From an optimization exercise on the open Yosys and OpenROAD flow, aimed at small area and a short achievable clock period; shortcuts taken in it are not production practice.
No run shown here included a check of the RTL's function; only the layout flow was run.
Power and IR drop assume default switching activity.

===== config.mk =====
export PLATFORM = sky130hd
export DESIGN_NAME = ternary_sum_nine
export DESIGN_NICKNAME = ternary_sum_nine
export VERILOG_FILES = /design/flow/design.v
export SDC_FILE = /design/flow/constraint.sdc
export NUM_CORES = 4
export LEC_CHECK = 0
export ABC_CLOCK_PERIOD_IN_PS = 700
export CAP_MARGIN = 20
export CORE_MARGIN = 2
export CORE_UTILIZATION = 60
export SETUP_SLACK_MARGIN = 3.0
export SLEW_MARGIN = 20

===== constraint.sdc =====
create_clock -name core_clock -period 5.5 [get_ports {clk}]
set_input_delay 1.1000 -clock core_clock [delete_from_list [all_inputs] [get_ports {clk}]]
set_output_delay 1.1000 -clock core_clock [all_outputs]
set_load 0.01 [all_outputs]

===== design.v =====
module ternary_sum_nine #(
    parameter WIDTH = 32
) (
    input clk,
    input [WIDTH-1:0] i0,
    input [WIDTH-1:0] i1,
    input [WIDTH-1:0] i2,
    input [WIDTH-1:0] i3,
    input [WIDTH-1:0] i4,
    input [WIDTH-1:0] i5,
    input [WIDTH-1:0] i6,
    input [WIDTH-1:0] i7,
    input [WIDTH-1:0] i8,
    output [WIDTH+4-1:0] o
);
wire fs0, fc0;
wire hs0, hc0;
wire fs1, fc1;
wire fs2, fc2;
wire hs1, hc1;
wire fs3, fc3;
wire fs4, fc4;
wire fs5, fc5;
wire fs6, fc6;
wire fs7, fc7;
wire fs8, fc8;
wire fs9, fc9;
wire fs10, fc10;
wire fs11, fc11;
wire fs12, fc12;
wire fs13, fc13;
wire fs14, fc14;
wire fs15, fc15;
wire fs16, fc16;
wire fs17, fc17;
wire fs18, fc18;
wire fs19, fc19;
wire fs20, fc20;
wire fs21, fc21;
wire fs22, fc22;
wire fs23, fc23;
wire fs24, fc24;
wire fs25, fc25;
wire fs26, fc26;
wire fs27, fc27;
wire fs28, fc28;
wire fs29, fc29;
wire fs30, fc30;
wire fs31, fc31;
wire fs32, fc32;
wire fs33, fc33;
wire fs34, fc34;
wire fs35, fc35;
wire fs36, fc36;
wire fs37, fc37;
wire fs38, fc38;
wire fs39, fc39;
wire fs40, fc40;
wire fs41, fc41;
wire fs42, fc42;
wire fs43, fc43;
wire fs44, fc44;
wire fs45, fc45;
wire fs46, fc46;
wire fs47, fc47;
wire fs48, fc48;
wire fs49, fc49;
wire fs50, fc50;
wire fs51, fc51;
wire fs52, fc52;
wire fs53, fc53;
wire fs54, fc54;
wire fs55, fc55;
wire fs56, fc56;
wire fs57, fc57;
wire fs58, fc58;
wire fs59, fc59;
wire fs60, fc60;
wire fs61, fc61;
wire fs62, fc62;
wire fs63, fc63;
wire fs64, fc64;
wire fs65, fc65;
wire fs66, fc66;
wire fs67, fc67;
wire fs68, fc68;
wire fs69, fc69;
wire fs70, fc70;
wire fs71, fc71;
wire fs72, fc72;
wire fs73, fc73;
wire fs74, fc74;
wire fs75, fc75;
wire fs76, fc76;
wire fs77, fc77;
wire fs78, fc78;
wire fs79, fc79;
wire fs80, fc80;
wire fs81, fc81;
wire fs82, fc82;
wire fs83, fc83;
wire fs84, fc84;
wire fs85, fc85;
wire fs86, fc86;
wire fs87, fc87;
wire fs88, fc88;
wire fs89, fc89;
wire fs90, fc90;
wire fs91, fc91;
wire fs92, fc92;
wire fs93, fc93;
wire fs94, fc94;
wire hs2, hc2;
wire fs95, fc95;
wire fs96, fc96;
wire fs97, fc97;
wire fs98, fc98;
wire fs99, fc99;
wire fs100, fc100;
wire fs101, fc101;
wire fs102, fc102;
wire fs103, fc103;
wire fs104, fc104;
wire fs105, fc105;
wire fs106, fc106;
wire fs107, fc107;
wire fs108, fc108;
wire fs109, fc109;
wire fs110, fc110;
wire fs111, fc111;
wire fs112, fc112;
wire fs113, fc113;
wire fs114, fc114;
wire fs115, fc115;
wire fs116, fc116;
wire fs117, fc117;
wire fs118, fc118;
wire fs119, fc119;
wire fs120, fc120;
wire fs121, fc121;
wire fs122, fc122;
wire fs123, fc123;
wire fs124, fc124;
wire fs125, fc125;
wire fs126, fc126;
wire fs127, fc127;
wire fs128, fc128;
wire fs129, fc129;
wire fs130, fc130;
wire fs131, fc131;
wire fs132, fc132;
wire fs133, fc133;
wire fs134, fc134;
wire fs135, fc135;
wire fs136, fc136;
wire fs137, fc137;
wire fs138, fc138;
wire fs139, fc139;
wire fs140, fc140;
wire fs141, fc141;
wire fs142, fc142;
wire fs143, fc143;
wire fs144, fc144;
wire fs145, fc145;
wire fs146, fc146;
wire fs147, fc147;
wire fs148, fc148;
wire fs149, fc149;
wire fs150, fc150;
wire fs151, fc151;
wire fs152, fc152;
wire fs153, fc153;
wire fs154, fc154;
wire hs3, hc3;
wire hs4, hc4;
wire fs155, fc155;
wire fs156, fc156;
wire fs157, fc157;
wire fs158, fc158;
wire fs159, fc159;
wire fs160, fc160;
wire fs161, fc161;
wire fs162, fc162;
wire fs163, fc163;
wire fs164, fc164;
wire fs165, fc165;
wire fs166, fc166;
wire fs167, fc167;
wire fs168, fc168;
wire fs169, fc169;
wire fs170, fc170;
wire fs171, fc171;
wire fs172, fc172;
wire fs173, fc173;
wire fs174, fc174;
wire fs175, fc175;
wire fs176, fc176;
wire fs177, fc177;
wire fs178, fc178;
wire fs179, fc179;
wire fs180, fc180;
wire fs181, fc181;
wire fs182, fc182;
wire fs183, fc183;
wire fs184, fc184;
wire fs185, fc185;
wire fs186, fc186;
reg r1_c0_0;
reg r1_c0_1;
reg r1_c0_2;
reg r1_c1_0;
reg r1_c1_1;
reg r1_c1_2;
reg r1_c2_0;
reg r1_c2_1;
reg r1_c2_2;
reg r1_c3_0;
reg r1_c3_1;
reg r1_c3_2;
reg r1_c4_0;
reg r1_c4_1;
reg r1_c4_2;
reg r1_c5_0;
reg r1_c5_1;
reg r1_c5_2;
reg r1_c6_0;
reg r1_c6_1;
reg r1_c6_2;
reg r1_c7_0;
reg r1_c7_1;
reg r1_c7_2;
reg r1_c8_0;
reg r1_c8_1;
reg r1_c8_2;
reg r1_c9_0;
reg r1_c9_1;
reg r1_c9_2;
reg r1_c10_0;
reg r1_c10_1;
reg r1_c10_2;
reg r1_c11_0;
reg r1_c11_1;
reg r1_c11_2;
reg r1_c12_0;
reg r1_c12_1;
reg r1_c12_2;
reg r1_c13_0;
reg r1_c13_1;
reg r1_c13_2;
reg r1_c14_0;
reg r1_c14_1;
reg r1_c14_2;
reg r1_c15_0;
reg r1_c15_1;
reg r1_c15_2;
reg r1_c16_0;
reg r1_c16_1;
reg r1_c16_2;
reg r1_c17_0;
reg r1_c17_1;
reg r1_c17_2;
reg r1_c18_0;
reg r1_c18_1;
reg r1_c18_2;
reg r1_c19_0;
reg r1_c19_1;
reg r1_c19_2;
reg r1_c20_0;
reg r1_c20_1;
reg r1_c20_2;
reg r1_c21_0;
reg r1_c21_1;
reg r1_c21_2;
reg r1_c22_0;
reg r1_c22_1;
reg r1_c22_2;
reg r1_c23_0;
reg r1_c23_1;
reg r1_c23_2;
reg r1_c24_0;
reg r1_c24_1;
reg r1_c24_2;
reg r1_c25_0;
reg r1_c25_1;
reg r1_c25_2;
reg r1_c26_0;
reg r1_c26_1;
reg r1_c26_2;
reg r1_c27_0;
reg r1_c27_1;
reg r1_c27_2;
reg r1_c28_0;
reg r1_c28_1;
reg r1_c28_2;
reg r1_c29_0;
reg r1_c29_1;
reg r1_c29_2;
reg r1_c30_0;
reg r1_c30_1;
reg r1_c30_2;
reg r1_c31_0;
reg r1_c31_1;
reg r1_c31_2;
reg r1_c32_0;
reg r1_c32_1;
reg r1_c32_2;
reg r1_c33_0;
reg r1_c33_1;
wire hs5, hc5;
wire fs187, fc187;
wire fs188, fc188;
wire fs189, fc189;
wire fs190, fc190;
wire fs191, fc191;
wire fs192, fc192;
wire fs193, fc193;
wire fs194, fc194;
wire fs195, fc195;
wire fs196, fc196;
wire fs197, fc197;
wire fs198, fc198;
wire fs199, fc199;
wire fs200, fc200;
wire fs201, fc201;
wire fs202, fc202;
wire fs203, fc203;
wire fs204, fc204;
wire fs205, fc205;
wire fs206, fc206;
wire fs207, fc207;
wire fs208, fc208;
wire fs209, fc209;
wire fs210, fc210;
wire fs211, fc211;
wire fs212, fc212;
wire fs213, fc213;
wire fs214, fc214;
wire fs215, fc215;
wire fs216, fc216;
wire fs217, fc217;
wire fs218, fc218;
wire hs6, hc6;
wire [35:0] row_a, row_b;
reg [35:0] o_r;
assign {fc0, fs0} = i0[0] + i1[0] + i2[0];
assign hs0 = i3[0] ^ i4[0];
assign hc0 = i3[0] & i4[0];
assign {fc1, fs1} = i0[1] + i1[1] + i2[1];
assign {fc2, fs2} = i3[1] + i4[1] + i5[1];
assign hs1 = i6[1] ^ i7[1];
assign hc1 = i6[1] & i7[1];
assign {fc3, fs3} = i0[2] + i1[2] + i2[2];
assign {fc4, fs4} = i3[2] + i4[2] + i5[2];
assign {fc5, fs5} = i6[2] + i7[2] + i8[2];
assign {fc6, fs6} = i0[3] + i1[3] + i2[3];
assign {fc7, fs7} = i3[3] + i4[3] + i5[3];
assign {fc8, fs8} = i6[3] + i7[3] + i8[3];
assign {fc9, fs9} = i0[4] + i1[4] + i2[4];
assign {fc10, fs10} = i3[4] + i4[4] + i5[4];
assign {fc11, fs11} = i6[4] + i7[4] + i8[4];
assign {fc12, fs12} = i0[5] + i1[5] + i2[5];
assign {fc13, fs13} = i3[5] + i4[5] + i5[5];
assign {fc14, fs14} = i6[5] + i7[5] + i8[5];
assign {fc15, fs15} = i0[6] + i1[6] + i2[6];
assign {fc16, fs16} = i3[6] + i4[6] + i5[6];
assign {fc17, fs17} = i6[6] + i7[6] + i8[6];
assign {fc18, fs18} = i0[7] + i1[7] + i2[7];
assign {fc19, fs19} = i3[7] + i4[7] + i5[7];
assign {fc20, fs20} = i6[7] + i7[7] + i8[7];
assign {fc21, fs21} = i0[8] + i1[8] + i2[8];
assign {fc22, fs22} = i3[8] + i4[8] + i5[8];
assign {fc23, fs23} = i6[8] + i7[8] + i8[8];
assign {fc24, fs24} = i0[9] + i1[9] + i2[9];
assign {fc25, fs25} = i3[9] + i4[9] + i5[9];
assign {fc26, fs26} = i6[9] + i7[9] + i8[9];
assign {fc27, fs27} = i0[10] + i1[10] + i2[10];
assign {fc28, fs28} = i3[10] + i4[10] + i5[10];
assign {fc29, fs29} = i6[10] + i7[10] + i8[10];
assign {fc30, fs30} = i0[11] + i1[11] + i2[11];
assign {fc31, fs31} = i3[11] + i4[11] + i5[11];
assign {fc32, fs32} = i6[11] + i7[11] + i8[11];
assign {fc33, fs33} = i0[12] + i1[12] + i2[12];
assign {fc34, fs34} = i3[12] + i4[12] + i5[12];
assign {fc35, fs35} = i6[12] + i7[12] + i8[12];
assign {fc36, fs36} = i0[13] + i1[13] + i2[13];
assign {fc37, fs37} = i3[13] + i4[13] + i5[13];
assign {fc38, fs38} = i6[13] + i7[13] + i8[13];
assign {fc39, fs39} = i0[14] + i1[14] + i2[14];
assign {fc40, fs40} = i3[14] + i4[14] + i5[14];
assign {fc41, fs41} = i6[14] + i7[14] + i8[14];
assign {fc42, fs42} = i0[15] + i1[15] + i2[15];
assign {fc43, fs43} = i3[15] + i4[15] + i5[15];
assign {fc44, fs44} = i6[15] + i7[15] + i8[15];
assign {fc45, fs45} = i0[16] + i1[16] + i2[16];
assign {fc46, fs46} = i3[16] + i4[16] + i5[16];
assign {fc47, fs47} = i6[16] + i7[16] + i8[16];
assign {fc48, fs48} = i0[17] + i1[17] + i2[17];
assign {fc49, fs49} = i3[17] + i4[17] + i5[17];
assign {fc50, fs50} = i6[17] + i7[17] + i8[17];
assign {fc51, fs51} = i0[18] + i1[18] + i2[18];
assign {fc52, fs52} = i3[18] + i4[18] + i5[18];
assign {fc53, fs53} = i6[18] + i7[18] + i8[18];
assign {fc54, fs54} = i0[19] + i1[19] + i2[19];
assign {fc55, fs55} = i3[19] + i4[19] + i5[19];
assign {fc56, fs56} = i6[19] + i7[19] + i8[19];
assign {fc57, fs57} = i0[20] + i1[20] + i2[20];
assign {fc58, fs58} = i3[20] + i4[20] + i5[20];
assign {fc59, fs59} = i6[20] + i7[20] + i8[20];
assign {fc60, fs60} = i0[21] + i1[21] + i2[21];
assign {fc61, fs61} = i3[21] + i4[21] + i5[21];
assign {fc62, fs62} = i6[21] + i7[21] + i8[21];
assign {fc63, fs63} = i0[22] + i1[22] + i2[22];
assign {fc64, fs64} = i3[22] + i4[22] + i5[22];
assign {fc65, fs65} = i6[22] + i7[22] + i8[22];
assign {fc66, fs66} = i0[23] + i1[23] + i2[23];
assign {fc67, fs67} = i3[23] + i4[23] + i5[23];
assign {fc68, fs68} = i6[23] + i7[23] + i8[23];
assign {fc69, fs69} = i0[24] + i1[24] + i2[24];
assign {fc70, fs70} = i3[24] + i4[24] + i5[24];
assign {fc71, fs71} = i6[24] + i7[24] + i8[24];
assign {fc72, fs72} = i0[25] + i1[25] + i2[25];
assign {fc73, fs73} = i3[25] + i4[25] + i5[25];
assign {fc74, fs74} = i6[25] + i7[25] + i8[25];
assign {fc75, fs75} = i0[26] + i1[26] + i2[26];
assign {fc76, fs76} = i3[26] + i4[26] + i5[26];
assign {fc77, fs77} = i6[26] + i7[26] + i8[26];
assign {fc78, fs78} = i0[27] + i1[27] + i2[27];
assign {fc79, fs79} = i3[27] + i4[27] + i5[27];
assign {fc80, fs80} = i6[27] + i7[27] + i8[27];
assign {fc81, fs81} = i0[28] + i1[28] + i2[28];
assign {fc82, fs82} = i3[28] + i4[28] + i5[28];
assign {fc83, fs83} = i6[28] + i7[28] + i8[28];
assign {fc84, fs84} = i0[29] + i1[29] + i2[29];
assign {fc85, fs85} = i3[29] + i4[29] + i5[29];
assign {fc86, fs86} = i6[29] + i7[29] + i8[29];
assign {fc87, fs87} = i0[30] + i1[30] + i2[30];
assign {fc88, fs88} = i3[30] + i4[30] + i5[30];
assign {fc89, fs89} = i6[30] + i7[30] + i8[30];
assign {fc90, fs90} = i0[31] + i1[31] + i2[31];
assign {fc91, fs91} = i3[31] + i4[31] + i5[31];
assign {fc92, fs92} = i6[31] + i7[31] + i8[31];
assign {fc93, fs93} = fs0 + hs0 + i5[0];
assign {fc94, fs94} = fs1 + fs2 + hs1;
assign hs2 = i8[1] ^ fc0;
assign hc2 = i8[1] & fc0;
assign {fc95, fs95} = fs3 + fs4 + fs5;
assign {fc96, fs96} = fc1 + fc2 + hc1;
assign {fc97, fs97} = fs6 + fs7 + fs8;
assign {fc98, fs98} = fc3 + fc4 + fc5;
assign {fc99, fs99} = fs9 + fs10 + fs11;
assign {fc100, fs100} = fc6 + fc7 + fc8;
assign {fc101, fs101} = fs12 + fs13 + fs14;
assign {fc102, fs102} = fc9 + fc10 + fc11;
assign {fc103, fs103} = fs15 + fs16 + fs17;
assign {fc104, fs104} = fc12 + fc13 + fc14;
assign {fc105, fs105} = fs18 + fs19 + fs20;
assign {fc106, fs106} = fc15 + fc16 + fc17;
assign {fc107, fs107} = fs21 + fs22 + fs23;
assign {fc108, fs108} = fc18 + fc19 + fc20;
assign {fc109, fs109} = fs24 + fs25 + fs26;
assign {fc110, fs110} = fc21 + fc22 + fc23;
assign {fc111, fs111} = fs27 + fs28 + fs29;
assign {fc112, fs112} = fc24 + fc25 + fc26;
assign {fc113, fs113} = fs30 + fs31 + fs32;
assign {fc114, fs114} = fc27 + fc28 + fc29;
assign {fc115, fs115} = fs33 + fs34 + fs35;
assign {fc116, fs116} = fc30 + fc31 + fc32;
assign {fc117, fs117} = fs36 + fs37 + fs38;
assign {fc118, fs118} = fc33 + fc34 + fc35;
assign {fc119, fs119} = fs39 + fs40 + fs41;
assign {fc120, fs120} = fc36 + fc37 + fc38;
assign {fc121, fs121} = fs42 + fs43 + fs44;
assign {fc122, fs122} = fc39 + fc40 + fc41;
assign {fc123, fs123} = fs45 + fs46 + fs47;
assign {fc124, fs124} = fc42 + fc43 + fc44;
assign {fc125, fs125} = fs48 + fs49 + fs50;
assign {fc126, fs126} = fc45 + fc46 + fc47;
assign {fc127, fs127} = fs51 + fs52 + fs53;
assign {fc128, fs128} = fc48 + fc49 + fc50;
assign {fc129, fs129} = fs54 + fs55 + fs56;
assign {fc130, fs130} = fc51 + fc52 + fc53;
assign {fc131, fs131} = fs57 + fs58 + fs59;
assign {fc132, fs132} = fc54 + fc55 + fc56;
assign {fc133, fs133} = fs60 + fs61 + fs62;
assign {fc134, fs134} = fc57 + fc58 + fc59;
assign {fc135, fs135} = fs63 + fs64 + fs65;
assign {fc136, fs136} = fc60 + fc61 + fc62;
assign {fc137, fs137} = fs66 + fs67 + fs68;
assign {fc138, fs138} = fc63 + fc64 + fc65;
assign {fc139, fs139} = fs69 + fs70 + fs71;
assign {fc140, fs140} = fc66 + fc67 + fc68;
assign {fc141, fs141} = fs72 + fs73 + fs74;
assign {fc142, fs142} = fc69 + fc70 + fc71;
assign {fc143, fs143} = fs75 + fs76 + fs77;
assign {fc144, fs144} = fc72 + fc73 + fc74;
assign {fc145, fs145} = fs78 + fs79 + fs80;
assign {fc146, fs146} = fc75 + fc76 + fc77;
assign {fc147, fs147} = fs81 + fs82 + fs83;
assign {fc148, fs148} = fc78 + fc79 + fc80;
assign {fc149, fs149} = fs84 + fs85 + fs86;
assign {fc150, fs150} = fc81 + fc82 + fc83;
assign {fc151, fs151} = fs87 + fs88 + fs89;
assign {fc152, fs152} = fc84 + fc85 + fc86;
assign {fc153, fs153} = fs90 + fs91 + fs92;
assign {fc154, fs154} = fc87 + fc88 + fc89;
assign hs3 = fc90 ^ fc91;
assign hc3 = fc90 & fc91;
assign hs4 = fs93 ^ i6[0];
assign hc4 = fs93 & i6[0];
assign {fc155, fs155} = fs94 + hs2 + hc0;
assign {fc156, fs156} = fs95 + fs96 + fc94;
assign {fc157, fs157} = fs97 + fs98 + fc95;
assign {fc158, fs158} = fs99 + fs100 + fc97;
assign {fc159, fs159} = fs101 + fs102 + fc99;
assign {fc160, fs160} = fs103 + fs104 + fc101;
assign {fc161, fs161} = fs105 + fs106 + fc103;
assign {fc162, fs162} = fs107 + fs108 + fc105;
assign {fc163, fs163} = fs109 + fs110 + fc107;
assign {fc164, fs164} = fs111 + fs112 + fc109;
assign {fc165, fs165} = fs113 + fs114 + fc111;
assign {fc166, fs166} = fs115 + fs116 + fc113;
assign {fc167, fs167} = fs117 + fs118 + fc115;
assign {fc168, fs168} = fs119 + fs120 + fc117;
assign {fc169, fs169} = fs121 + fs122 + fc119;
assign {fc170, fs170} = fs123 + fs124 + fc121;
assign {fc171, fs171} = fs125 + fs126 + fc123;
assign {fc172, fs172} = fs127 + fs128 + fc125;
assign {fc173, fs173} = fs129 + fs130 + fc127;
assign {fc174, fs174} = fs131 + fs132 + fc129;
assign {fc175, fs175} = fs133 + fs134 + fc131;
assign {fc176, fs176} = fs135 + fs136 + fc133;
assign {fc177, fs177} = fs137 + fs138 + fc135;
assign {fc178, fs178} = fs139 + fs140 + fc137;
assign {fc179, fs179} = fs141 + fs142 + fc139;
assign {fc180, fs180} = fs143 + fs144 + fc141;
assign {fc181, fs181} = fs145 + fs146 + fc143;
assign {fc182, fs182} = fs147 + fs148 + fc145;
assign {fc183, fs183} = fs149 + fs150 + fc147;
assign {fc184, fs184} = fs151 + fs152 + fc149;
assign {fc185, fs185} = fs153 + fs154 + fc151;
assign {fc186, fs186} = hs3 + fc92 + fc153;
assign hs5 = r1_c0_0 ^ r1_c0_1;
assign hc5 = r1_c0_0 & r1_c0_1;
assign {fc187, fs187} = r1_c1_0 + r1_c1_1 + r1_c1_2;
assign {fc188, fs188} = r1_c2_0 + r1_c2_1 + r1_c2_2;
assign {fc189, fs189} = r1_c3_0 + r1_c3_1 + r1_c3_2;
assign {fc190, fs190} = r1_c4_0 + r1_c4_1 + r1_c4_2;
assign {fc191, fs191} = r1_c5_0 + r1_c5_1 + r1_c5_2;
assign {fc192, fs192} = r1_c6_0 + r1_c6_1 + r1_c6_2;
assign {fc193, fs193} = r1_c7_0 + r1_c7_1 + r1_c7_2;
assign {fc194, fs194} = r1_c8_0 + r1_c8_1 + r1_c8_2;
assign {fc195, fs195} = r1_c9_0 + r1_c9_1 + r1_c9_2;
assign {fc196, fs196} = r1_c10_0 + r1_c10_1 + r1_c10_2;
assign {fc197, fs197} = r1_c11_0 + r1_c11_1 + r1_c11_2;
assign {fc198, fs198} = r1_c12_0 + r1_c12_1 + r1_c12_2;
assign {fc199, fs199} = r1_c13_0 + r1_c13_1 + r1_c13_2;
assign {fc200, fs200} = r1_c14_0 + r1_c14_1 + r1_c14_2;
assign {fc201, fs201} = r1_c15_0 + r1_c15_1 + r1_c15_2;
assign {fc202, fs202} = r1_c16_0 + r1_c16_1 + r1_c16_2;
assign {fc203, fs203} = r1_c17_0 + r1_c17_1 + r1_c17_2;
assign {fc204, fs204} = r1_c18_0 + r1_c18_1 + r1_c18_2;
assign {fc205, fs205} = r1_c19_0 + r1_c19_1 + r1_c19_2;
assign {fc206, fs206} = r1_c20_0 + r1_c20_1 + r1_c20_2;
assign {fc207, fs207} = r1_c21_0 + r1_c21_1 + r1_c21_2;
assign {fc208, fs208} = r1_c22_0 + r1_c22_1 + r1_c22_2;
assign {fc209, fs209} = r1_c23_0 + r1_c23_1 + r1_c23_2;
assign {fc210, fs210} = r1_c24_0 + r1_c24_1 + r1_c24_2;
assign {fc211, fs211} = r1_c25_0 + r1_c25_1 + r1_c25_2;
assign {fc212, fs212} = r1_c26_0 + r1_c26_1 + r1_c26_2;
assign {fc213, fs213} = r1_c27_0 + r1_c27_1 + r1_c27_2;
assign {fc214, fs214} = r1_c28_0 + r1_c28_1 + r1_c28_2;
assign {fc215, fs215} = r1_c29_0 + r1_c29_1 + r1_c29_2;
assign {fc216, fs216} = r1_c30_0 + r1_c30_1 + r1_c30_2;
assign {fc217, fs217} = r1_c31_0 + r1_c31_1 + r1_c31_2;
assign {fc218, fs218} = r1_c32_0 + r1_c32_1 + r1_c32_2;
assign hs6 = r1_c33_0 ^ r1_c33_1;
assign hc6 = r1_c33_0 & r1_c33_1;
assign row_a = {1'b0, hc6, hs6, fs218, fs217, fs216, fs215, fs214, fs213, fs212, fs211, fs210, fs209, fs208, fs207, fs206, fs205, fs204, fs203, fs202, fs201, fs200, fs199, fs198, fs197, fs196, fs195, fs194, fs193, fs192, fs191, fs190, fs189, fs188, fs187, hs5};
assign row_b = {1'b0, 1'b0, fc218, fc217, fc216, fc215, fc214, fc213, fc212, fc211, fc210, fc209, fc208, fc207, fc206, fc205, fc204, fc203, fc202, fc201, fc200, fc199, fc198, fc197, fc196, fc195, fc194, fc193, fc192, fc191, fc190, fc189, fc188, fc187, hc5, r1_c0_2};
wire [35:0] cpa_sum;
wire [35:0] pg_g0, pg_p0;
assign pg_g0 = row_a & row_b;
assign pg_p0 = row_a ^ row_b;
wire gx1_1, px1_1;
assign gx1_1 = pg_g0[1] | (pg_p0[1] & pg_g0[0]);
wire gx1_2, px1_2;
assign gx1_2 = pg_g0[2] | (pg_p0[2] & pg_g0[1]);
assign px1_2 = pg_p0[2] & pg_p0[1];
wire gx1_3, px1_3;
assign gx1_3 = pg_g0[3] | (pg_p0[3] & pg_g0[2]);
assign px1_3 = pg_p0[3] & pg_p0[2];
wire gx1_4, px1_4;
assign gx1_4 = pg_g0[4] | (pg_p0[4] & pg_g0[3]);
assign px1_4 = pg_p0[4] & pg_p0[3];
wire gx1_5, px1_5;
assign gx1_5 = pg_g0[5] | (pg_p0[5] & pg_g0[4]);
assign px1_5 = pg_p0[5] & pg_p0[4];
wire gx1_6, px1_6;
assign gx1_6 = pg_g0[6] | (pg_p0[6] & pg_g0[5]);
assign px1_6 = pg_p0[6] & pg_p0[5];
wire gx1_7, px1_7;
assign gx1_7 = pg_g0[7] | (pg_p0[7] & pg_g0[6]);
assign px1_7 = pg_p0[7] & pg_p0[6];
wire gx1_8, px1_8;
assign gx1_8 = pg_g0[8] | (pg_p0[8] & pg_g0[7]);
assign px1_8 = pg_p0[8] & pg_p0[7];
wire gx1_9, px1_9;
assign gx1_9 = pg_g0[9] | (pg_p0[9] & pg_g0[8]);
assign px1_9 = pg_p0[9] & pg_p0[8];
wire gx1_10, px1_10;
assign gx1_10 = pg_g0[10] | (pg_p0[10] & pg_g0[9]);
assign px1_10 = pg_p0[10] & pg_p0[9];
wire gx1_11, px1_11;
assign gx1_11 = pg_g0[11] | (pg_p0[11] & pg_g0[10]);
assign px1_11 = pg_p0[11] & pg_p0[10];
wire gx1_12, px1_12;
assign gx1_12 = pg_g0[12] | (pg_p0[12] & pg_g0[11]);
assign px1_12 = pg_p0[12] & pg_p0[11];
wire gx1_13, px1_13;
assign gx1_13 = pg_g0[13] | (pg_p0[13] & pg_g0[12]);
assign px1_13 = pg_p0[13] & pg_p0[12];
wire gx1_14, px1_14;
assign gx1_14 = pg_g0[14] | (pg_p0[14] & pg_g0[13]);
assign px1_14 = pg_p0[14] & pg_p0[13];
wire gx1_15, px1_15;
assign gx1_15 = pg_g0[15] | (pg_p0[15] & pg_g0[14]);
assign px1_15 = pg_p0[15] & pg_p0[14];
wire gx1_16, px1_16;
assign gx1_16 = pg_g0[16] | (pg_p0[16] & pg_g0[15]);
assign px1_16 = pg_p0[16] & pg_p0[15];
wire gx1_17, px1_17;
assign gx1_17 = pg_g0[17] | (pg_p0[17] & pg_g0[16]);
assign px1_17 = pg_p0[17] & pg_p0[16];
wire gx1_18, px1_18;
assign gx1_18 = pg_g0[18] | (pg_p0[18] & pg_g0[17]);
assign px1_18 = pg_p0[18] & pg_p0[17];
wire gx1_19, px1_19;
assign gx1_19 = pg_g0[19] | (pg_p0[19] & pg_g0[18]);
assign px1_19 = pg_p0[19] & pg_p0[18];
wire gx1_20, px1_20;
assign gx1_20 = pg_g0[20] | (pg_p0[20] & pg_g0[19]);
assign px1_20 = pg_p0[20] & pg_p0[19];
wire gx1_21, px1_21;
assign gx1_21 = pg_g0[21] | (pg_p0[21] & pg_g0[20]);
assign px1_21 = pg_p0[21] & pg_p0[20];
wire gx1_22, px1_22;
assign gx1_22 = pg_g0[22] | (pg_p0[22] & pg_g0[21]);
assign px1_22 = pg_p0[22] & pg_p0[21];
wire gx1_23, px1_23;
assign gx1_23 = pg_g0[23] | (pg_p0[23] & pg_g0[22]);
assign px1_23 = pg_p0[23] & pg_p0[22];
wire gx1_24, px1_24;
assign gx1_24 = pg_g0[24] | (pg_p0[24] & pg_g0[23]);
assign px1_24 = pg_p0[24] & pg_p0[23];
wire gx1_25, px1_25;
assign gx1_25 = pg_g0[25] | (pg_p0[25] & pg_g0[24]);
assign px1_25 = pg_p0[25] & pg_p0[24];
wire gx1_26, px1_26;
assign gx1_26 = pg_g0[26] | (pg_p0[26] & pg_g0[25]);
assign px1_26 = pg_p0[26] & pg_p0[25];
wire gx1_27, px1_27;
assign gx1_27 = pg_g0[27] | (pg_p0[27] & pg_g0[26]);
assign px1_27 = pg_p0[27] & pg_p0[26];
wire gx1_28, px1_28;
assign gx1_28 = pg_g0[28] | (pg_p0[28] & pg_g0[27]);
assign px1_28 = pg_p0[28] & pg_p0[27];
wire gx1_29, px1_29;
assign gx1_29 = pg_g0[29] | (pg_p0[29] & pg_g0[28]);
assign px1_29 = pg_p0[29] & pg_p0[28];
wire gx1_30, px1_30;
assign gx1_30 = pg_g0[30] | (pg_p0[30] & pg_g0[29]);
assign px1_30 = pg_p0[30] & pg_p0[29];
wire gx1_31, px1_31;
assign gx1_31 = pg_g0[31] | (pg_p0[31] & pg_g0[30]);
assign px1_31 = pg_p0[31] & pg_p0[30];
wire gx1_32, px1_32;
assign gx1_32 = pg_g0[32] | (pg_p0[32] & pg_g0[31]);
assign px1_32 = pg_p0[32] & pg_p0[31];
wire gx1_33, px1_33;
assign gx1_33 = pg_g0[33] | (pg_p0[33] & pg_g0[32]);
assign px1_33 = pg_p0[33] & pg_p0[32];
wire gx1_34, px1_34;
assign gx1_34 = pg_g0[34] | (pg_p0[34] & pg_g0[33]);
assign px1_34 = pg_p0[34] & pg_p0[33];
wire gx1_35, px1_35;
assign gx1_35 = pg_g0[35] | (pg_p0[35] & pg_g0[34]);
assign px1_35 = pg_p0[35] & pg_p0[34];
wire gx2_2, px2_2;
assign gx2_2 = gx1_2 | (px1_2 & pg_g0[0]);
wire gx2_3, px2_3;
assign gx2_3 = gx1_3 | (px1_3 & gx1_1);
wire gx2_4, px2_4;
assign gx2_4 = gx1_4 | (px1_4 & gx1_2);
assign px2_4 = px1_4 & px1_2;
wire gx2_5, px2_5;
assign gx2_5 = gx1_5 | (px1_5 & gx1_3);
assign px2_5 = px1_5 & px1_3;
wire gx2_6, px2_6;
assign gx2_6 = gx1_6 | (px1_6 & gx1_4);
assign px2_6 = px1_6 & px1_4;
wire gx2_7, px2_7;
assign gx2_7 = gx1_7 | (px1_7 & gx1_5);
assign px2_7 = px1_7 & px1_5;
wire gx2_8, px2_8;
assign gx2_8 = gx1_8 | (px1_8 & gx1_6);
assign px2_8 = px1_8 & px1_6;
wire gx2_9, px2_9;
assign gx2_9 = gx1_9 | (px1_9 & gx1_7);
assign px2_9 = px1_9 & px1_7;
wire gx2_10, px2_10;
assign gx2_10 = gx1_10 | (px1_10 & gx1_8);
assign px2_10 = px1_10 & px1_8;
wire gx2_11, px2_11;
assign gx2_11 = gx1_11 | (px1_11 & gx1_9);
assign px2_11 = px1_11 & px1_9;
wire gx2_12, px2_12;
assign gx2_12 = gx1_12 | (px1_12 & gx1_10);
assign px2_12 = px1_12 & px1_10;
wire gx2_13, px2_13;
assign gx2_13 = gx1_13 | (px1_13 & gx1_11);
assign px2_13 = px1_13 & px1_11;
wire gx2_14, px2_14;
assign gx2_14 = gx1_14 | (px1_14 & gx1_12);
assign px2_14 = px1_14 & px1_12;
wire gx2_15, px2_15;
assign gx2_15 = gx1_15 | (px1_15 & gx1_13);
assign px2_15 = px1_15 & px1_13;
wire gx2_16, px2_16;
assign gx2_16 = gx1_16 | (px1_16 & gx1_14);
assign px2_16 = px1_16 & px1_14;
wire gx2_17, px2_17;
assign gx2_17 = gx1_17 | (px1_17 & gx1_15);
assign px2_17 = px1_17 & px1_15;
wire gx2_18, px2_18;
assign gx2_18 = gx1_18 | (px1_18 & gx1_16);
assign px2_18 = px1_18 & px1_16;
wire gx2_19, px2_19;
assign gx2_19 = gx1_19 | (px1_19 & gx1_17);
assign px2_19 = px1_19 & px1_17;
wire gx2_20, px2_20;
assign gx2_20 = gx1_20 | (px1_20 & gx1_18);
assign px2_20 = px1_20 & px1_18;
wire gx2_21, px2_21;
assign gx2_21 = gx1_21 | (px1_21 & gx1_19);
assign px2_21 = px1_21 & px1_19;
wire gx2_22, px2_22;
assign gx2_22 = gx1_22 | (px1_22 & gx1_20);
assign px2_22 = px1_22 & px1_20;
wire gx2_23, px2_23;
assign gx2_23 = gx1_23 | (px1_23 & gx1_21);
assign px2_23 = px1_23 & px1_21;
wire gx2_24, px2_24;
assign gx2_24 = gx1_24 | (px1_24 & gx1_22);
assign px2_24 = px1_24 & px1_22;
wire gx2_25, px2_25;
assign gx2_25 = gx1_25 | (px1_25 & gx1_23);
assign px2_25 = px1_25 & px1_23;
wire gx2_26, px2_26;
assign gx2_26 = gx1_26 | (px1_26 & gx1_24);
assign px2_26 = px1_26 & px1_24;
wire gx2_27, px2_27;
assign gx2_27 = gx1_27 | (px1_27 & gx1_25);
assign px2_27 = px1_27 & px1_25;
wire gx2_28, px2_28;
assign gx2_28 = gx1_28 | (px1_28 & gx1_26);
assign px2_28 = px1_28 & px1_26;
wire gx2_29, px2_29;
assign gx2_29 = gx1_29 | (px1_29 & gx1_27);
assign px2_29 = px1_29 & px1_27;
wire gx2_30, px2_30;
assign gx2_30 = gx1_30 | (px1_30 & gx1_28);
assign px2_30 = px1_30 & px1_28;
wire gx2_31, px2_31;
assign gx2_31 = gx1_31 | (px1_31 & gx1_29);
assign px2_31 = px1_31 & px1_29;
wire gx2_32, px2_32;
assign gx2_32 = gx1_32 | (px1_32 & gx1_30);
assign px2_32 = px1_32 & px1_30;
wire gx2_33, px2_33;
assign gx2_33 = gx1_33 | (px1_33 & gx1_31);
assign px2_33 = px1_33 & px1_31;
wire gx2_34, px2_34;
assign gx2_34 = gx1_34 | (px1_34 & gx1_32);
assign px2_34 = px1_34 & px1_32;
wire gx2_35, px2_35;
assign gx2_35 = gx1_35 | (px1_35 & gx1_33);
assign px2_35 = px1_35 & px1_33;
wire gx3_4, px3_4;
assign gx3_4 = gx2_4 | (px2_4 & pg_g0[0]);
wire gx3_5, px3_5;
assign gx3_5 = gx2_5 | (px2_5 & gx1_1);
wire gx3_6, px3_6;
assign gx3_6 = gx2_6 | (px2_6 & gx2_2);
wire gx3_7, px3_7;
assign gx3_7 = gx2_7 | (px2_7 & gx2_3);
wire gx3_8, px3_8;
assign gx3_8 = gx2_8 | (px2_8 & gx2_4);
assign px3_8 = px2_8 & px2_4;
wire gx3_9, px3_9;
assign gx3_9 = gx2_9 | (px2_9 & gx2_5);
assign px3_9 = px2_9 & px2_5;
wire gx3_10, px3_10;
assign gx3_10 = gx2_10 | (px2_10 & gx2_6);
assign px3_10 = px2_10 & px2_6;
wire gx3_11, px3_11;
assign gx3_11 = gx2_11 | (px2_11 & gx2_7);
assign px3_11 = px2_11 & px2_7;
wire gx3_12, px3_12;
assign gx3_12 = gx2_12 | (px2_12 & gx2_8);
assign px3_12 = px2_12 & px2_8;
wire gx3_13, px3_13;
assign gx3_13 = gx2_13 | (px2_13 & gx2_9);
assign px3_13 = px2_13 & px2_9;
wire gx3_14, px3_14;
assign gx3_14 = gx2_14 | (px2_14 & gx2_10);
assign px3_14 = px2_14 & px2_10;
wire gx3_15, px3_15;
assign gx3_15 = gx2_15 | (px2_15 & gx2_11);
assign px3_15 = px2_15 & px2_11;
wire gx3_16, px3_16;
assign gx3_16 = gx2_16 | (px2_16 & gx2_12);
assign px3_16 = px2_16 & px2_12;
wire gx3_17, px3_17;
assign gx3_17 = gx2_17 | (px2_17 & gx2_13);
assign px3_17 = px2_17 & px2_13;
wire gx3_18, px3_18;
assign gx3_18 = gx2_18 | (px2_18 & gx2_14);
assign px3_18 = px2_18 & px2_14;
wire gx3_19, px3_19;
assign gx3_19 = gx2_19 | (px2_19 & gx2_15);
assign px3_19 = px2_19 & px2_15;
wire gx3_20, px3_20;
assign gx3_20 = gx2_20 | (px2_20 & gx2_16);
assign px3_20 = px2_20 & px2_16;
wire gx3_21, px3_21;
assign gx3_21 = gx2_21 | (px2_21 & gx2_17);
assign px3_21 = px2_21 & px2_17;
wire gx3_22, px3_22;
assign gx3_22 = gx2_22 | (px2_22 & gx2_18);
assign px3_22 = px2_22 & px2_18;
wire gx3_23, px3_23;
assign gx3_23 = gx2_23 | (px2_23 & gx2_19);
assign px3_23 = px2_23 & px2_19;
wire gx3_24, px3_24;
assign gx3_24 = gx2_24 | (px2_24 & gx2_20);
assign px3_24 = px2_24 & px2_20;
wire gx3_25, px3_25;
assign gx3_25 = gx2_25 | (px2_25 & gx2_21);
assign px3_25 = px2_25 & px2_21;
wire gx3_26, px3_26;
assign gx3_26 = gx2_26 | (px2_26 & gx2_22);
assign px3_26 = px2_26 & px2_22;
wire gx3_27, px3_27;
assign gx3_27 = gx2_27 | (px2_27 & gx2_23);
assign px3_27 = px2_27 & px2_23;
wire gx3_28, px3_28;
assign gx3_28 = gx2_28 | (px2_28 & gx2_24);
assign px3_28 = px2_28 & px2_24;
wire gx3_29, px3_29;
assign gx3_29 = gx2_29 | (px2_29 & gx2_25);
assign px3_29 = px2_29 & px2_25;
wire gx3_30, px3_30;
assign gx3_30 = gx2_30 | (px2_30 & gx2_26);
assign px3_30 = px2_30 & px2_26;
wire gx3_31, px3_31;
assign gx3_31 = gx2_31 | (px2_31 & gx2_27);
assign px3_31 = px2_31 & px2_27;
wire gx3_32, px3_32;
assign gx3_32 = gx2_32 | (px2_32 & gx2_28);
assign px3_32 = px2_32 & px2_28;
wire gx3_33, px3_33;
assign gx3_33 = gx2_33 | (px2_33 & gx2_29);
assign px3_33 = px2_33 & px2_29;
wire gx3_34, px3_34;
assign gx3_34 = gx2_34 | (px2_34 & gx2_30);
assign px3_34 = px2_34 & px2_30;
wire gx3_35, px3_35;
assign gx3_35 = gx2_35 | (px2_35 & gx2_31);
assign px3_35 = px2_35 & px2_31;
wire gx4_8, px4_8;
assign gx4_8 = gx3_8 | (px3_8 & pg_g0[0]);
wire gx4_9, px4_9;
assign gx4_9 = gx3_9 | (px3_9 & gx1_1);
wire gx4_10, px4_10;
assign gx4_10 = gx3_10 | (px3_10 & gx2_2);
wire gx4_11, px4_11;
assign gx4_11 = gx3_11 | (px3_11 & gx2_3);
wire gx4_12, px4_12;
assign gx4_12 = gx3_12 | (px3_12 & gx3_4);
wire gx4_13, px4_13;
assign gx4_13 = gx3_13 | (px3_13 & gx3_5);
wire gx4_14, px4_14;
assign gx4_14 = gx3_14 | (px3_14 & gx3_6);
wire gx4_15, px4_15;
assign gx4_15 = gx3_15 | (px3_15 & gx3_7);
wire gx4_16, px4_16;
assign gx4_16 = gx3_16 | (px3_16 & gx3_8);
assign px4_16 = px3_16 & px3_8;
wire gx4_17, px4_17;
assign gx4_17 = gx3_17 | (px3_17 & gx3_9);
assign px4_17 = px3_17 & px3_9;
wire gx4_18, px4_18;
assign gx4_18 = gx3_18 | (px3_18 & gx3_10);
assign px4_18 = px3_18 & px3_10;
wire gx4_19, px4_19;
assign gx4_19 = gx3_19 | (px3_19 & gx3_11);
assign px4_19 = px3_19 & px3_11;
wire gx4_20, px4_20;
assign gx4_20 = gx3_20 | (px3_20 & gx3_12);
assign px4_20 = px3_20 & px3_12;
wire gx4_21, px4_21;
assign gx4_21 = gx3_21 | (px3_21 & gx3_13);
assign px4_21 = px3_21 & px3_13;
wire gx4_22, px4_22;
assign gx4_22 = gx3_22 | (px3_22 & gx3_14);
assign px4_22 = px3_22 & px3_14;
wire gx4_23, px4_23;
assign gx4_23 = gx3_23 | (px3_23 & gx3_15);
assign px4_23 = px3_23 & px3_15;
wire gx4_24, px4_24;
assign gx4_24 = gx3_24 | (px3_24 & gx3_16);
assign px4_24 = px3_24 & px3_16;
wire gx4_25, px4_25;
assign gx4_25 = gx3_25 | (px3_25 & gx3_17);
assign px4_25 = px3_25 & px3_17;
wire gx4_26, px4_26;
assign gx4_26 = gx3_26 | (px3_26 & gx3_18);
assign px4_26 = px3_26 & px3_18;
wire gx4_27, px4_27;
assign gx4_27 = gx3_27 | (px3_27 & gx3_19);
assign px4_27 = px3_27 & px3_19;
wire gx4_28, px4_28;
assign gx4_28 = gx3_28 | (px3_28 & gx3_20);
assign px4_28 = px3_28 & px3_20;
wire gx4_29, px4_29;
assign gx4_29 = gx3_29 | (px3_29 & gx3_21);
assign px4_29 = px3_29 & px3_21;
wire gx4_30, px4_30;
assign gx4_30 = gx3_30 | (px3_30 & gx3_22);
assign px4_30 = px3_30 & px3_22;
wire gx4_31, px4_31;
assign gx4_31 = gx3_31 | (px3_31 & gx3_23);
assign px4_31 = px3_31 & px3_23;
wire gx4_32, px4_32;
assign gx4_32 = gx3_32 | (px3_32 & gx3_24);
assign px4_32 = px3_32 & px3_24;
wire gx4_33, px4_33;
assign gx4_33 = gx3_33 | (px3_33 & gx3_25);
assign px4_33 = px3_33 & px3_25;
wire gx4_34, px4_34;
assign gx4_34 = gx3_34 | (px3_34 & gx3_26);
assign px4_34 = px3_34 & px3_26;
wire gx4_35, px4_35;
assign gx4_35 = gx3_35 | (px3_35 & gx3_27);
assign px4_35 = px3_35 & px3_27;
wire gx5_16, px5_16;
assign gx5_16 = gx4_16 | (px4_16 & pg_g0[0]);
wire gx5_17, px5_17;
assign gx5_17 = gx4_17 | (px4_17 & gx1_1);
wire gx5_18, px5_18;
assign gx5_18 = gx4_18 | (px4_18 & gx2_2);
wire gx5_19, px5_19;
assign gx5_19 = gx4_19 | (px4_19 & gx2_3);
wire gx5_20, px5_20;
assign gx5_20 = gx4_20 | (px4_20 & gx3_4);
wire gx5_21, px5_21;
assign gx5_21 = gx4_21 | (px4_21 & gx3_5);
wire gx5_22, px5_22;
assign gx5_22 = gx4_22 | (px4_22 & gx3_6);
wire gx5_23, px5_23;
assign gx5_23 = gx4_23 | (px4_23 & gx3_7);
wire gx5_24, px5_24;
assign gx5_24 = gx4_24 | (px4_24 & gx4_8);
wire gx5_25, px5_25;
assign gx5_25 = gx4_25 | (px4_25 & gx4_9);
wire gx5_26, px5_26;
assign gx5_26 = gx4_26 | (px4_26 & gx4_10);
wire gx5_27, px5_27;
assign gx5_27 = gx4_27 | (px4_27 & gx4_11);
wire gx5_28, px5_28;
assign gx5_28 = gx4_28 | (px4_28 & gx4_12);
wire gx5_29, px5_29;
assign gx5_29 = gx4_29 | (px4_29 & gx4_13);
wire gx5_30, px5_30;
assign gx5_30 = gx4_30 | (px4_30 & gx4_14);
wire gx5_31, px5_31;
assign gx5_31 = gx4_31 | (px4_31 & gx4_15);
wire gx5_32, px5_32;
assign gx5_32 = gx4_32 | (px4_32 & gx4_16);
assign px5_32 = px4_32 & px4_16;
wire gx5_33, px5_33;
assign gx5_33 = gx4_33 | (px4_33 & gx4_17);
assign px5_33 = px4_33 & px4_17;
wire gx5_34, px5_34;
assign gx5_34 = gx4_34 | (px4_34 & gx4_18);
assign px5_34 = px4_34 & px4_18;
wire gx5_35, px5_35;
assign gx5_35 = gx4_35 | (px4_35 & gx4_19);
assign px5_35 = px4_35 & px4_19;
wire gx6_32, px6_32;
assign gx6_32 = gx5_32 | (px5_32 & pg_g0[0]);
wire gx6_33, px6_33;
assign gx6_33 = gx5_33 | (px5_33 & gx1_1);
wire gx6_34, px6_34;
assign gx6_34 = gx5_34 | (px5_34 & gx2_2);
wire gx6_35, px6_35;
assign gx6_35 = gx5_35 | (px5_35 & gx2_3);
assign cpa_sum[0] = pg_p0[0];
assign cpa_sum[1] = pg_p0[1] ^ pg_g0[0];
assign cpa_sum[2] = pg_p0[2] ^ gx1_1;
assign cpa_sum[3] = pg_p0[3] ^ gx2_2;
assign cpa_sum[4] = pg_p0[4] ^ gx2_3;
assign cpa_sum[5] = pg_p0[5] ^ gx3_4;
assign cpa_sum[6] = pg_p0[6] ^ gx3_5;
assign cpa_sum[7] = pg_p0[7] ^ gx3_6;
assign cpa_sum[8] = pg_p0[8] ^ gx3_7;
assign cpa_sum[9] = pg_p0[9] ^ gx4_8;
assign cpa_sum[10] = pg_p0[10] ^ gx4_9;
assign cpa_sum[11] = pg_p0[11] ^ gx4_10;
assign cpa_sum[12] = pg_p0[12] ^ gx4_11;
assign cpa_sum[13] = pg_p0[13] ^ gx4_12;
assign cpa_sum[14] = pg_p0[14] ^ gx4_13;
assign cpa_sum[15] = pg_p0[15] ^ gx4_14;
assign cpa_sum[16] = pg_p0[16] ^ gx4_15;
assign cpa_sum[17] = pg_p0[17] ^ gx5_16;
assign cpa_sum[18] = pg_p0[18] ^ gx5_17;
assign cpa_sum[19] = pg_p0[19] ^ gx5_18;
assign cpa_sum[20] = pg_p0[20] ^ gx5_19;
assign cpa_sum[21] = pg_p0[21] ^ gx5_20;
assign cpa_sum[22] = pg_p0[22] ^ gx5_21;
assign cpa_sum[23] = pg_p0[23] ^ gx5_22;
assign cpa_sum[24] = pg_p0[24] ^ gx5_23;
assign cpa_sum[25] = pg_p0[25] ^ gx5_24;
assign cpa_sum[26] = pg_p0[26] ^ gx5_25;
assign cpa_sum[27] = pg_p0[27] ^ gx5_26;
assign cpa_sum[28] = pg_p0[28] ^ gx5_27;
assign cpa_sum[29] = pg_p0[29] ^ gx5_28;
assign cpa_sum[30] = pg_p0[30] ^ gx5_29;
assign cpa_sum[31] = pg_p0[31] ^ gx5_30;
assign cpa_sum[32] = pg_p0[32] ^ gx5_31;
assign cpa_sum[33] = pg_p0[33] ^ gx6_32;
assign cpa_sum[34] = pg_p0[34] ^ gx6_33;
assign cpa_sum[35] = pg_p0[35] ^ gx6_34;
always @(posedge clk) begin
    r1_c0_0 <= hs4;
    r1_c0_1 <= i7[0];
    r1_c0_2 <= i8[0];
    r1_c1_0 <= fs155;
    r1_c1_1 <= fc93;
    r1_c1_2 <= hc4;
    r1_c2_0 <= fs156;
    r1_c2_1 <= hc2;
    r1_c2_2 <= fc155;
    r1_c3_0 <= fs157;
    r1_c3_1 <= fc96;
    r1_c3_2 <= fc156;
    r1_c4_0 <= fs158;
    r1_c4_1 <= fc98;
    r1_c4_2 <= fc157;
    r1_c5_0 <= fs159;
    r1_c5_1 <= fc100;
    r1_c5_2 <= fc158;
    r1_c6_0 <= fs160;
    r1_c6_1 <= fc102;
    r1_c6_2 <= fc159;
    r1_c7_0 <= fs161;
    r1_c7_1 <= fc104;
    r1_c7_2 <= fc160;
    r1_c8_0 <= fs162;
    r1_c8_1 <= fc106;
    r1_c8_2 <= fc161;
    r1_c9_0 <= fs163;
    r1_c9_1 <= fc108;
    r1_c9_2 <= fc162;
    r1_c10_0 <= fs164;
    r1_c10_1 <= fc110;
    r1_c10_2 <= fc163;
    r1_c11_0 <= fs165;
    r1_c11_1 <= fc112;
    r1_c11_2 <= fc164;
    r1_c12_0 <= fs166;
    r1_c12_1 <= fc114;
    r1_c12_2 <= fc165;
    r1_c13_0 <= fs167;
    r1_c13_1 <= fc116;
    r1_c13_2 <= fc166;
    r1_c14_0 <= fs168;
    r1_c14_1 <= fc118;
    r1_c14_2 <= fc167;
    r1_c15_0 <= fs169;
    r1_c15_1 <= fc120;
    r1_c15_2 <= fc168;
    r1_c16_0 <= fs170;
    r1_c16_1 <= fc122;
    r1_c16_2 <= fc169;
    r1_c17_0 <= fs171;
    r1_c17_1 <= fc124;
    r1_c17_2 <= fc170;
    r1_c18_0 <= fs172;
    r1_c18_1 <= fc126;
    r1_c18_2 <= fc171;
    r1_c19_0 <= fs173;
    r1_c19_1 <= fc128;
    r1_c19_2 <= fc172;
    r1_c20_0 <= fs174;
    r1_c20_1 <= fc130;
    r1_c20_2 <= fc173;
    r1_c21_0 <= fs175;
    r1_c21_1 <= fc132;
    r1_c21_2 <= fc174;
    r1_c22_0 <= fs176;
    r1_c22_1 <= fc134;
    r1_c22_2 <= fc175;
    r1_c23_0 <= fs177;
    r1_c23_1 <= fc136;
    r1_c23_2 <= fc176;
    r1_c24_0 <= fs178;
    r1_c24_1 <= fc138;
    r1_c24_2 <= fc177;
    r1_c25_0 <= fs179;
    r1_c25_1 <= fc140;
    r1_c25_2 <= fc178;
    r1_c26_0 <= fs180;
    r1_c26_1 <= fc142;
    r1_c26_2 <= fc179;
    r1_c27_0 <= fs181;
    r1_c27_1 <= fc144;
    r1_c27_2 <= fc180;
    r1_c28_0 <= fs182;
    r1_c28_1 <= fc146;
    r1_c28_2 <= fc181;
    r1_c29_0 <= fs183;
    r1_c29_1 <= fc148;
    r1_c29_2 <= fc182;
    r1_c30_0 <= fs184;
    r1_c30_1 <= fc150;
    r1_c30_2 <= fc183;
    r1_c31_0 <= fs185;
    r1_c31_1 <= fc152;
    r1_c31_2 <= fc184;
    r1_c32_0 <= fs186;
    r1_c32_1 <= fc154;
    r1_c32_2 <= fc185;
    r1_c33_0 <= hc3;
    r1_c33_1 <= fc186;
    o_r <= cpa_sum;
end
assign o = o_r;
endmodule

===== flow/run.sh =====
#!/bin/bash
set -e
export BUFFER_PORTS_ARGS="-buffer_cell sky130_fd_sc_hd__buf_1"
bash standard.sh > standard.log 2>&1

===== standard.sh =====
#!/bin/bash
# synth_recipe.tcl (not shown) runs the flow's synth.tcl, then flattens the netlist and writes it again
# the make line also repeats each setting of config.mk as NAME=value (left out here)
make -C /OpenROAD-flow-scripts/flow DESIGN_CONFIG=/design/flow/config.mk WORK_HOME=/design/flow/orfs CLKGATE_MAP_FILE= SYNTH_SCRIPT=/design/flow/synth_recipe.tcl "${@:-finish}"

==> results of run 1 <==
[through the flow]
| stage | total power, µW | hold slack [ns] |
|---|---|---|
| after CTS | 8330 | 0.488 |
| final | 8460 | 0.480 |
| after global routing | 9180 | 0.497 |
| after floorplan | 5410 | 0.432 |
| after detailed placement | 6520 | 0.448 |
| after global placement | 6390 | 0.441 |
[per-layer routing]
metal  GRT usage  vias to the layer above  routed length [µm]
met5           0                        -                   0
met4      0.0853                        0                 465
met3      0.0624                       42                1180
met2       0.466                      212               10600
met1       0.290                     2989                6740
li1            -                     2762                   -
[power by group through the flow]
stage	clock network, µW	logic, µW	registers [µW]
after floorplan	0	3670	1740
after global placement	0	4690	1690
after detailed placement	0	4810	1710
after CTS	1180	5450	1700
after global routing	1230	6210	1740
final	1160	5600	1690
[synth_stat cells, types with 4 or more instances]
master	n	area (µm²)
a211oi_1	6	45.0
a21o_1	13	97.6
a21oi_1	25	125
a31oi_1	6	37.5
and2_1	5	31.3
clkbuf_1	4	15.0
dfxtp_1	137	2740
fa_1	220	4400
ha_1	41	513
inv_1	27	101
nand2_1	20	75.1
nand3_1	7	35.0
nand4_1	5	31.3
nor2_1	15	56.3
nor3_1	4	20.0
o21ai_0	14	70.1
xnor2_1	17	149
xor2_1	13	114
[layout make-up]
cell class	instances	area (µm²)
multi-input cells	454	6640
fillers	867	2940
flip-flops and latches	137	2740
repair buffers	338	1370
clock buffers	24	492
well taps	184	230
inverters	27	116
clock inverters	7	115
[how the worst min path moves through the flow]
stage                  from      to  cells past startpoint  slack [ns]
floorplan           r1_c0_2  o_r[0]                      1        0.43
global placement    r1_c0_2  o_r[0]                      1        0.44
detailed placement  r1_c0_2  o_r[0]                      1        0.45
CTS                 r1_c0_2  o_r[0]                      1        0.49
global route        r1_c0_2  o_r[0]                      1        0.50
finish              r1_c0_2  o_r[0]                      1        0.48
[cells by family after synthesis]
group	Yosys count	share of synthesized area
flops	137	0.304
mux	1	0.00125
simple gates	71	0.0394
xor+xnor	30	0.0291
compound gates	91	0.0681
fa+ha+maj	261	0.545
buf+inv	32	0.0137
[repair_timing]
item,CTS,global route
setup buffers,10,4
setup endpoints to repair,24,29
pin swaps,19,18
gates resized for setup,34,22
==> flow_summary.toml, run 1 <==
[status]
outcome = "finished clean"

[placement]
postPlaceCellArea_um2 = 10800
io_buffers = 324
dp.final_hpwl_um = 16000
dp_cells = 1126
pre_cts_slack_ns = 2.48
gp_congestion = 0.865

[setup_path]
cp-start-kind = "flop"
path_max_fanout = 2
worstRegToRegCells = 11
critPathLaunch = "r1_c1_2"
arrival_ns = 3.38
criticalPathCategory = "flop to flop"
worstReg2RegEnd = "o_r[32]"
worst-path-buf-inv = 1
worstPathRequired_ns = 5.84
cp.depth = 11
critPathTopFamily = "compound AO/OA/AOI/OAI gates"
path_cells = "inv_2 > fa_1 > fa_2 > nand2b_4 > a21oi_2 > o211a_1 > o41a_1 > o31a_1 > a221o_1 > a41oi_2 > xnor2_1"
timing.rr.start = "r1_c1_2"
worstSetupEndpoint = "o_r[32]"
worst-r2r-setup-slack_ns = 2.46
cp_slowest_stage_delay_ns = 0.57
endpoint_kind = "flop"
cpMaxStageDelayCell = "fa_1"

[timing]
slew_headroom = 0.633
period_share = 0.552
setup_viol = 0
rsz0062_at_grt = "true"
finalCriticalPeriod_ns = 3.04
tightestPinTransition_ns = 0.544
fin_ws_ns = 2.46
hold_viol_final = 0
fin_skew_ns = 0.00713
clock.fmax_mhz = 329
slew_viol_final = 0
setup_tns_ns = 0

[logic_synthesis]
seq_area_frac_synth = 0.304
synthDistinctLibCells = 47
synth_cells = 623
syn_avg_cell_area_um2 = 14.5
yosysWarnings = 1
ys_async_sr_fraction = 0
ys_seq_elements = 137
synth_edf_count = 0
synth_nets = 1173
yosys_most_used_dff = "dfxtp_1"
syn-cell-area_um2 = 9030

[cells_and_area]
instances_no_fill = 1171
finish.utilization = 0.799
largest_reg_flops = 36
layout-drive-gt1-share = 0.174
top_register = "o_r"
area_delta_synth_final_pct = 29.6
final_common_cell = "buf_1"
postLayoutCellArea_um2 = 11700
layout_common_cells = "buf_1, fa_1, dfxtp_1, fa_2, ha_1"
final_net_count = 1525
n_antenna_cell = 0

[grt]
grt_max_degree = 17
grt_pass1_wl_um = 31500
antenna_found_initial = 0
grt_pass1_vias = 7028
track_usage = 0.253
overflow = 0

[clock_network]
cts_tree = "built"
clk_path_buf_depth = 2
cts_inserted_buffers = 17
h-tree-depth = 4
cts_root_buffer = "clkbuf_16"
clkTransAtPathRegs_ns = 0.06
insertion_delay_ns = 0.41
cts_sinks = 137
cts-hold-fix-buffers = 0

[floorplan]
dieArea_um2 = 16000
fp.dieH_um = 127
coreArea_um2 = 14600
ioPinCount = 325
placementRows = 44
die_x_um = 127
start_util = 0.616

[pwr]
seqPwrFrac = 0.200
netSwitchingPower_uw = 3550
internal-power_uw = 4900
clkPwrFrac = 0.137
swShare = 0.420
leakage_uw = 0.00451
p_per_area_nw_per_um2 = 723
vdd_drop_max_mv = 0.409
power_frac_comb = 0.663

[drt]
drt_iter0_drc = 312
wl_um = 18900
drc = 0
vias = 6005
via_per_inst = 5.13
ant_nets = 0
wl_per_cell_um = 16.2
drt-pass1-iter-count = 5

[run]
drv_cap = 0

[worst_hold_path]
worstHoldPathType = "flop to flop"
==> run 2, diff against run 1 <==
--- a/config.mk
+++ b/config.mk
@@ -10,4 +10,3 @@
 export CORE_MARGIN = 2
 export CORE_UTILIZATION = 60
-export SETUP_SLACK_MARGIN = 3.0
 export SLEW_MARGIN = 20
==> run 2 against run 1 <==
Count of clock-buffer cells in the layout unchanged. Clock skew down 0.00055 ns. Die area unchanged. Clock power about the same. Critical endpoint is now o_r[35]. Register-to-register slack worse by 0.23 ns. Design area down 5.4%. Fmax down 7.1%. Area after synthesis unchanged. Largest cell class unchanged.
==> flow_summary.toml, run 2 <==
[logic_synthesis]
yosysWarnings = 1
synth_common_cells = "fa_1, dfxtp_1, ha_1"
synth_edf_count = 0
syn-cell-area_um2 = 9030
synthDistinctLibCells = 47
synth_nets = 1173
synth_area_leaders = "fa_1, dfxtp_1, ha_1, xnor2_1, a21oi_1"
seq_area_frac_synth = 0.304
synth_cells = 623
ys_async_sr_fraction = 0
ys_seq_elements = 137
synth_top_area_share = 0.488
syn_avg_cell_area_um2 = 14.5
yosys_most_used_dff = "dfxtp_1"
yosysTopAreaCell = "fa_1"
post-synth-top-count-cell = "fa_1"

[cells_and_area]
layout_common_cells = "buf_1, fa_1, dfxtp_1, ha_1, inv_1"
postLayoutCellArea_um2 = 11100
num-fill-cells = 998
finish.utilization = 0.756
layout-drive-gt1-share = 0.0401
seq_area_um2 = 2740
largest_reg_flops = 36
top_register = "o_r"
n_antenna_cell = 0
final_common_cell = "buf_1"
multiInputGateArea_um2 = 6160
area_delta_synth_final_pct = 22.6
final_net_count = 1511

[timing]
period_share = 0.595
tightestPinTransition_ns = 0.537
hold_viol_final = 0
setup_tns_ns = 0
slew_headroom = 0.640
rsz0062_at_grt = "false"
setup_viol = 0
holdWs_ns = 0.481
fin_skew_ns = 0.00658
finalCriticalPeriod_ns = 3.27
clock.fmax_mhz = 306
slew_viol_final = 0

[floorplan]
die_x_um = 127
placementRows = 44
dieArea_um2 = 16000
coreArea_um2 = 14600
fp.dieH_um = 127
ioPinCount = 325
start_util = 0.616

[drt]
drt_iter0_drc = 198
wl_um = 18300
wl_per_cell_um = 15.8
drt-pass1-iter-count = 4
vias = 5919
via_per_inst = 5.12
ant_nets = 0
drc = 0

[setup_path]
worst-path-buf-inv = 0
arrival_ns = 3.57
cp.depth = 10
critPathTopFamily = "compound AO/OA/AOI/OAI gates"
worst-r2r-setup-slack_ns = 2.23
cpMaxStageDelayCell = "fa_1"
path_cells = "fa_1 > ha_1 > and2_1 > a221oi_1 > a21oi_1 > o21ai_0 > a21boi_0 > o21ai_1 > a211oi_1 > o31a_1"
cp-start-kind = "flop"
endpoint_kind = "flop"
path_max_fanout = 6
worstPathRequired_ns = 5.80
criticalPathCategory = "flop to flop"
worstRegToRegCells = 10
cp_slowest_stage_delay_ns = 0.49

[placement]
postPlaceCellArea_um2 = 10500
dp.final_hpwl_um = 16200
gp_congestion = 0.860
io_buffers = 324

[worst_hold_path]
hold_depth = 1
worstHoldPathType = "flop to flop"

[pwr]
p_per_area_nw_per_um2 = 670
leakage_uw = 0.00443
power_frac_comb = 0.615
internal-power_uw = 4270
swShare = 0.424
clkPwrFrac = 0.157
netSwitchingPower_uw = 3150
seqPwrFrac = 0.228
vdd_drop_max_mv = 0.334

[clock_network]
cts_tree = "built"
cts-hold-fix-buffers = 0
insertion_delay_ns = 0.42
cts_sinks = 137
clk_path_buf_depth = 2
h-tree-depth = 4
clkTransAtPathRegs_ns = 0.05
cts_inserted_buffers = 17
cts_setup_buffers = 0
cts_root_buffer = "clkbuf_16"
cts_resized = 0

[grt]
track_usage = 0.253
grt_pass1_wl_um = 31600
grt_max_degree = 17
antenna_found_initial = 0
overflow = 0
grt_pass1_vias = 6970

[run]
drv_cap = 0

[status]
outcome = "finished clean"
run 2: cell counts after synthesis:
No cell type changed its count.
run 2: final cells by class:
type,count,area share
Timing Repair Buffer,324,0.110
Inverter,27,0.00916
Multi-Input combinational cell,454,0.557
Tap cell,184,0.0208
Sequential cell,137,0.248
Clock inverter,7,0.0103
Clock buffer,24,0.0453
run 2: worst register-to-register path, stage by stage (launching register included):
cell and delay, ns:
dfxtp_1 0.32, fa_1 0.49, ha_1 0.38, and2_1 0.20
a221oi_1 0.30, a21oi_1 0.15, o21ai_0 0.24, a21boi_0 0.18
o21ai_1 0.41, a211oi_1 0.18, o31a_1 0.31
run 2: per-layer routing:
| metal | part of all wire | global-route usage | wire length, µm |
|---|---|---|---|
| met3 | 0.061 | 0.0595 | 1110 |
| met4 | 0.017 | 0.0718 | 305 |
| met5 | 0 | 0 | 0 |
| met2 | 0.55 | 0.459 | 10000 |
| met1 | 0.37 | 0.305 | 6840 |
run 2: cell families after synthesis:
family	after synthesis	synth area share
adders and majority gates	261	0.545
DFF	137	0.304
AOI/OAI and AO/OA	91	0.0681
and+or+nand+nor	71	0.0394
buffers and inverters	32	0.0137
xor gates and xnor gates	30	0.0291
muxes	1	0.00125
run 2: power groups by stage:
stage | sequential, µW | clock (µW) | combinational, µW
global placement | 1700 | 0 | 4420
detailed placement | 1710 | 0 | 4520
floorplan | 1740 | 0 | 3330
CTS | 1700 | 1190 | 4580
finish | 1690 | 1170 | 4560
global route | 1740 | 1240 | 5180
run 2: worst paths after layout:
| check | startpoint | endpoint |
|---|---|---|
| worst min register to register | r1_c0_2 | o_r[0] |
| worst max register to register | r1_c4_0 | o_r[35] |
| worst min-delay path | r1_c0_2 | o_r[0] |
| worst max-delay path | r1_c4_0 | o_r[35] |
run 2: per-stage QoR:
stage	instances	power [µW]	setup WS, ns
after floorplan	623	5070	2.55
after global placement	1126	6110	2.39
after detailed placement	1126	6230	2.33
after CTS	1157	7460	2.22
after global routing	1157	8150	1.94
final	1157	7420	2.23

-- re-timing with driven ports --
No port has a modelled driver above. Below, the same layouts with a new extraction and two added sets of constraints. Step 1 assumes that a clkbuf_16 drives the clock port and a buf_2 every other input. Step 2 also shifts input and output timing later by t, the mid clock arrival at the registers, as if the neighbouring blocks saw the same clock. Slacks: no drivers / after step 1 / after step 2; pairs: no drivers / after step 1.
| run | t, ns | slack for setup (ns) | hold slack, ns |
|---|---|---|---|
| run 1 | 0.451 | 2.462 / 2.462 / 2.462 | 0.480 / 0.480 / 0.480 |
| run 2 | 0.455 | 2.230 / 2.230 / 2.230 | 0.481 / 0.481 / 0.481 |
After both steps setup and hold are still met in every run listed.
